What follows belongs to an exercise in optimizing a design on an open flow for small area; a production flow would make more cautious choices. Only simulation tests tie the RTL to the original design; equivalence was not proved. Power figures rest on the tool's default switching activity, not on a simulated workload.

Setup of run 1:
Design rvsteel_core, start of the top module:
module rvsteel_core #(
  parameter     [31:0]  BOOT_ADDRESS = 32'h00000000
  ) (
  input  wire           clock,
  input  wire           reset,
  input  wire           halt,
  output wire   [31:0]  rw_address,
  input  wire   [31:0]  read_data,
  output wire           read_request,
  input  wire           read_response,
  output wire   [31:0]  write_data,
  output wire   [3:0 ]  write_strobe,
  output wire           write_request,
  input  wire           write_response,
  input  wire           irq_external,
  output wire           irq_external_response,
  input  wire           irq_timer,
  output wire           irq_timer_response,
  input  wire           irq_software,
  output wire           irq_software_response,
  input  wire   [15:0]  irq_fast,
  output wire   [15:0]  irq_fast_response,
  input  wire   [63:0]  real_time_clock
  );
export LEC_CHECK = 0
export CAP_MARGIN = 10
export CORE_MARGIN = 2
export CORE_UTILIZATION = 35
export CTS_BUF_LIST = sky130_fd_sc_hd__clkbuf_8
export PLACE_DENSITY = 0.4
export SETUP_SLACK_MARGIN = 0.1
export SLEW_MARGIN = 10
export SYNTH_HIERARCHICAL = 1
export SYNTH_MINIMUM_KEEP_SIZE = 0
create_clock -name core_clock -period 20.0 [get_ports {clock}]
standard.sh (not shown) runs the stock make flow with config.mk's settings and CLKGATE_MAP_FILE= SYNTH_SCRIPT=/design/flow/synth_recipe.tcl, a recipe that flattens the netlist after the stock synthesis.
==> flow/flow/run.sh <==
#!/bin/bash
# Standard layout, with two changes: clock tree synthesis without dummy loads,
# and small buffers (buf_1) on the input and output ports.
set -e
export CTS_ARGS="-sink_clustering_enable -repair_clock_nets -dont_use_dummy_load"
export BUFFER_PORTS_ARGS="-buffer_cell sky130_fd_sc_hd__buf_1"
bash standard.sh > standard.log 2>&1
Run 1 completed end to end with timing, DRC and antenna clean.
#### Input delta (run 2 over run 1)
# run 1
export LEC_CHECK = 0
export CAP_MARGIN = 10
export CORE_MARGIN = 2
export CORE_UTILIZATION = 35
export CTS_BUF_LIST = sky130_fd_sc_hd__clkbuf_8
export PLACE_DENSITY = 0.4
export SETUP_SLACK_MARGIN = 0.1
export SLEW_MARGIN = 10
export SYNTH_HIERARCHICAL = 1
export SYNTH_MINIMUM_KEEP_SIZE = 0
create_clock -name core_clock -period 20.0 [get_ports {clock}]
# run 2
export LEC_CHECK = 0
export CAP_MARGIN = 20
export CORE_MARGIN = 2
export CORE_UTILIZATION = 25
export PLACE_DENSITY = 0.3
export SLEW_MARGIN = 20
export SYNTH_HIERARCHICAL = 1
export SYNTH_MINIMUM_KEEP_SIZE = 0
create_clock -name core_clock -period 20.0 [get_ports {clock}]
==> flow/run.sh (new file) <==
#!/bin/bash
# synth_recipe.tcl (not shown) runs the flow's synth.tcl, then flattens the netlist and writes it again
# the make line also repeats each setting of config.mk as NAME=value (left out here)
make -C /OpenROAD-flow-scripts/flow DESIGN_CONFIG=/design/flow/config.mk WORK_HOME=/design/flow/orfs CLKGATE_MAP_FILE= SYNTH_SCRIPT=/design/flow/synth_recipe.tcl finish
removed: flow/flow/run.sh
removed: flow/standard.sh
Notes after the runs:
Run 2 against run 1: sequential share of layout area now sits lower; first-iteration DRC count now sits lower; routed wire length now sits higher. Run 2 against run 1: slack of the critical path +0.15 ns; global-route usage -6.8 points; clock buffer instance count of the final layout +43%; number of CTS-inserted buffers +8.5%.
Setup changes, run 2 to run 3
# run 2
export LEC_CHECK = 0
export CAP_MARGIN = 20
export CORE_MARGIN = 2
export CORE_UTILIZATION = 25
export PLACE_DENSITY = 0.3
export SLEW_MARGIN = 20
export SYNTH_HIERARCHICAL = 1
export SYNTH_MINIMUM_KEEP_SIZE = 0
create_clock -name core_clock -period 20.0 [get_ports {clock}]
# run 3
export LEC_CHECK = 0
export CAP_MARGIN = 5
export CORE_MARGIN = 2
export CORE_UTILIZATION = 35
export PLACE_DENSITY = 0.4
export SETUP_SLACK_MARGIN = 0.1
export SLEW_MARGIN = 5
export SYNTH_HIERARCHICAL = 1
export SYNTH_MINIMUM_KEEP_SIZE = 0
create_clock -name core_clock -period 20.0 [get_ports {clock}]
==> flow/flow/run.sh (new file) <==
#!/bin/bash
# Standard layout, with two changes: clock tree synthesis with clkbuf_8 buffers
# and without dummy loads, and small buffers (buf_1) on the input and output ports.
set -e
export CTS_ARGS="-sink_clustering_enable -repair_clock_nets -dont_use_dummy_load -buf_list sky130_fd_sc_hd__clkbuf_8"
export BUFFER_PORTS_ARGS="-buffer_cell sky130_fd_sc_hd__buf_1"
bash standard.sh > standard.log 2>&1
==> flow/standard.sh (new file) <==
#!/bin/bash
# synth_recipe.tcl (not shown) runs the flow's synth.tcl, then flattens the netlist and writes it again
# the make line also repeats each setting of config.mk as NAME=value (left out here)
make -C /OpenROAD-flow-scripts/flow DESIGN_CONFIG=/design/flow/config.mk WORK_HOME=/design/flow/orfs CLKGATE_MAP_FILE= SYNTH_SCRIPT=/design/flow/synth_recipe.tcl "${@:-finish}"
removed: flow/run.sh
==> notes.md <==
The run showing the smaller relative contribution of the clock network to total power is run 3.
Run 3 — net count reported at finish 1.1% lower, run 2 as reference
In run 3 relative to run 2, weighted congestion at the end of routability-driven global placement had gone up by a few percent.
Re total negative setup slack: no difference whatsoever between run 3 and run 2.
Edits applied to the flow inputs when going from run 3 to run 4:
# run 3
export LEC_CHECK = 0
export CAP_MARGIN = 5
export CORE_MARGIN = 2
export CORE_UTILIZATION = 35
export PLACE_DENSITY = 0.4
export SETUP_SLACK_MARGIN = 0.1
export SLEW_MARGIN = 5
export SYNTH_HIERARCHICAL = 1
export SYNTH_MINIMUM_KEEP_SIZE = 0
create_clock -name core_clock -period 20.0 [get_ports {clock}]
# run 4
export LEC_CHECK = 0
export CAP_MARGIN = 10
export CORE_MARGIN = 2
export CORE_UTILIZATION = 35
export CTS_BUF_LIST = sky130_fd_sc_hd__clkbuf_8
export PLACE_DENSITY = 0.4
export SETUP_SLACK_MARGIN = 0.1
export SLEW_MARGIN = 10
export SYNTH_HIERARCHICAL = 1
export SYNTH_MINIMUM_KEEP_SIZE = 0
create_clock -name core_clock -period 20.0 [get_ports {clock}]
==> flow/run.sh (new file) <==
#!/bin/bash
# synth_recipe.tcl (not shown) runs the flow's synth.tcl, then flattens the netlist and writes it again
# the make line also repeats each setting of config.mk as NAME=value (left out here)
make -C /OpenROAD-flow-scripts/flow DESIGN_CONFIG=/design/flow/config.mk WORK_HOME=/design/flow/orfs CLKGATE_MAP_FILE= SYNTH_SCRIPT=/design/flow/synth_recipe.tcl finish
removed: flow/flow/run.sh
removed: flow/standard.sh
==> notes.md <==
Compared with run 3, in run 4 core utilization increased 1.9 points; initial antenna violation count decreased 12. Per the comparison of run 4 with run 3, fmax shows no meaningful change; area growth from synthesis to layout shows an increase of 5.3 points; post-route worst hold slack shows a reduction of 0.012 ns.

---

rvsteel_core, a different RTL version from the one above (not shown whole).
Size: ~1500 flip-flops.
export LEC_CHECK = 0
export CAP_MARGIN = 10
export CORE_MARGIN = 2
export CORE_UTILIZATION = 42
export PLACE_DENSITY = 0.48
export SETUP_SLACK_MARGIN = 0.1
export SLEW_MARGIN = 10
export SYNTH_HIERARCHICAL = 1
export SYNTH_MINIMUM_KEEP_SIZE = 0
create_clock -name core_clock -period 20.0 [get_ports {clock}]
==> flow/flow/run.sh <==
#!/bin/bash
# Standard layout, with two changes: clock tree synthesis with clkbuf_8 buffers
# and without dummy loads, and small buffers (buf_1) on the input and output ports.
set -e
export CTS_ARGS="-sink_clustering_enable -repair_clock_nets -dont_use_dummy_load -buf_list sky130_fd_sc_hd__clkbuf_8"
export BUFFER_PORTS_ARGS="-buffer_cell sky130_fd_sc_hd__buf_1"
bash standard.sh > standard.log 2>&1
The baseline went through all stages and came out clean.
Next try:
==> flow/flow/run.sh (replaced) <==
#!/bin/bash
# Standard layout, with two changes: clock tree synthesis without dummy loads,
# and small buffers (buf_1) on the input and output ports.
set -e
export CTS_ARGS="-sink_clustering_enable -repair_clock_nets -dont_use_dummy_load"
export BUFFER_PORTS_ARGS="-buffer_cell sky130_fd_sc_hd__buf_1"
bash standard.sh > standard.log 2>&1
Total power increases by 2.4%.
Sequential power barely changes.
Worst hold slack hardly moves.
Worst setup slack improves by 0.29 ns.
Synthesized cell count is unchanged.
Global-route usage shrinks by 0.22 points.
Non-clock buffer count rises by 4.
Next try:
==> flow/flow/run.sh (replaced) <==
#!/bin/bash
# Standard layout, with two changes: clock tree synthesis with clkbuf_8 buffers
# and without dummy loads, and small buffers (buf_1) on the input and output ports.
set -e
export CTS_ARGS="-sink_clustering_enable -repair_clock_nets -dont_use_dummy_load -buf_list sky130_fd_sc_hd__clkbuf_8"
export BUFFER_PORTS_ARGS="-buffer_cell sky130_fd_sc_hd__buf_1"
bash standard.sh > standard.log 2>&1
CAP_MARGIN = 5   (was 10)
CORE_UTILIZATION = 35   (was 42)
PLACE_DENSITY = 0.4   (was 0.48)
SLEW_MARGIN = 5   (was 10)
What happened: Global-route usage shrinks by 4.7 points; via count rises by 0.31%; final cell count came out higher by about 7%.

-- re-timing with driven ports --
No port has a modelled driver above. Below, the same layouts with a new extraction and two added sets of constraints. Step 1 assumes that a clkbuf_16 drives the clock port and a buf_2 every other input. Step 2 times the ports against the registers' clock, not the clock port: input delays grow and output delays shrink by t, the midpoint of the rising clock arrivals with the driver on. Slacks: ideal ports / drivers / drivers and shift; pairs: ideal ports / drivers.
| run | t, ns | setup slack, ns | worst hold slack (ns) |
|---|---|---|---|
| run 1 | 0.884 | 0.388 / 0.189 / -0.143 | 0.546 / 0.546 / 0.546 |
| run 2 | 0.960 | 0.535 / 0.515 / -0.126 | 0.519 / 0.519 / 0.519 |
| run 3 | 1.109 | 0.441 / 0.255 / -0.428 | 0.540 / 0.540 / 0.540 |
| run 4 | 1.123 | 0.417 / 0.393 / -0.314 | 0.528 / 0.528 / 0.528 |
| the first run of note 2 | 1.103 | 0.522 / 0.493 / -0.243 | 0.495 / 0.495 / 0.495 |
| the second run of note 2 | 0.915 | 0.810 / 0.861 / -0.033 | 0.495 / 0.495 / 0.495 |
| the third run of note 2 | 1.117 | 0.389 / 0.283 / -0.198 | 0.494 / 0.494 / 0.494 |
Met with ideal ports but missed after step 2: setup timing in every run listed. The setup slack of run 3, which loses most, moves by -0.186 ns with the drivers and by -0.869 ns with both steps.
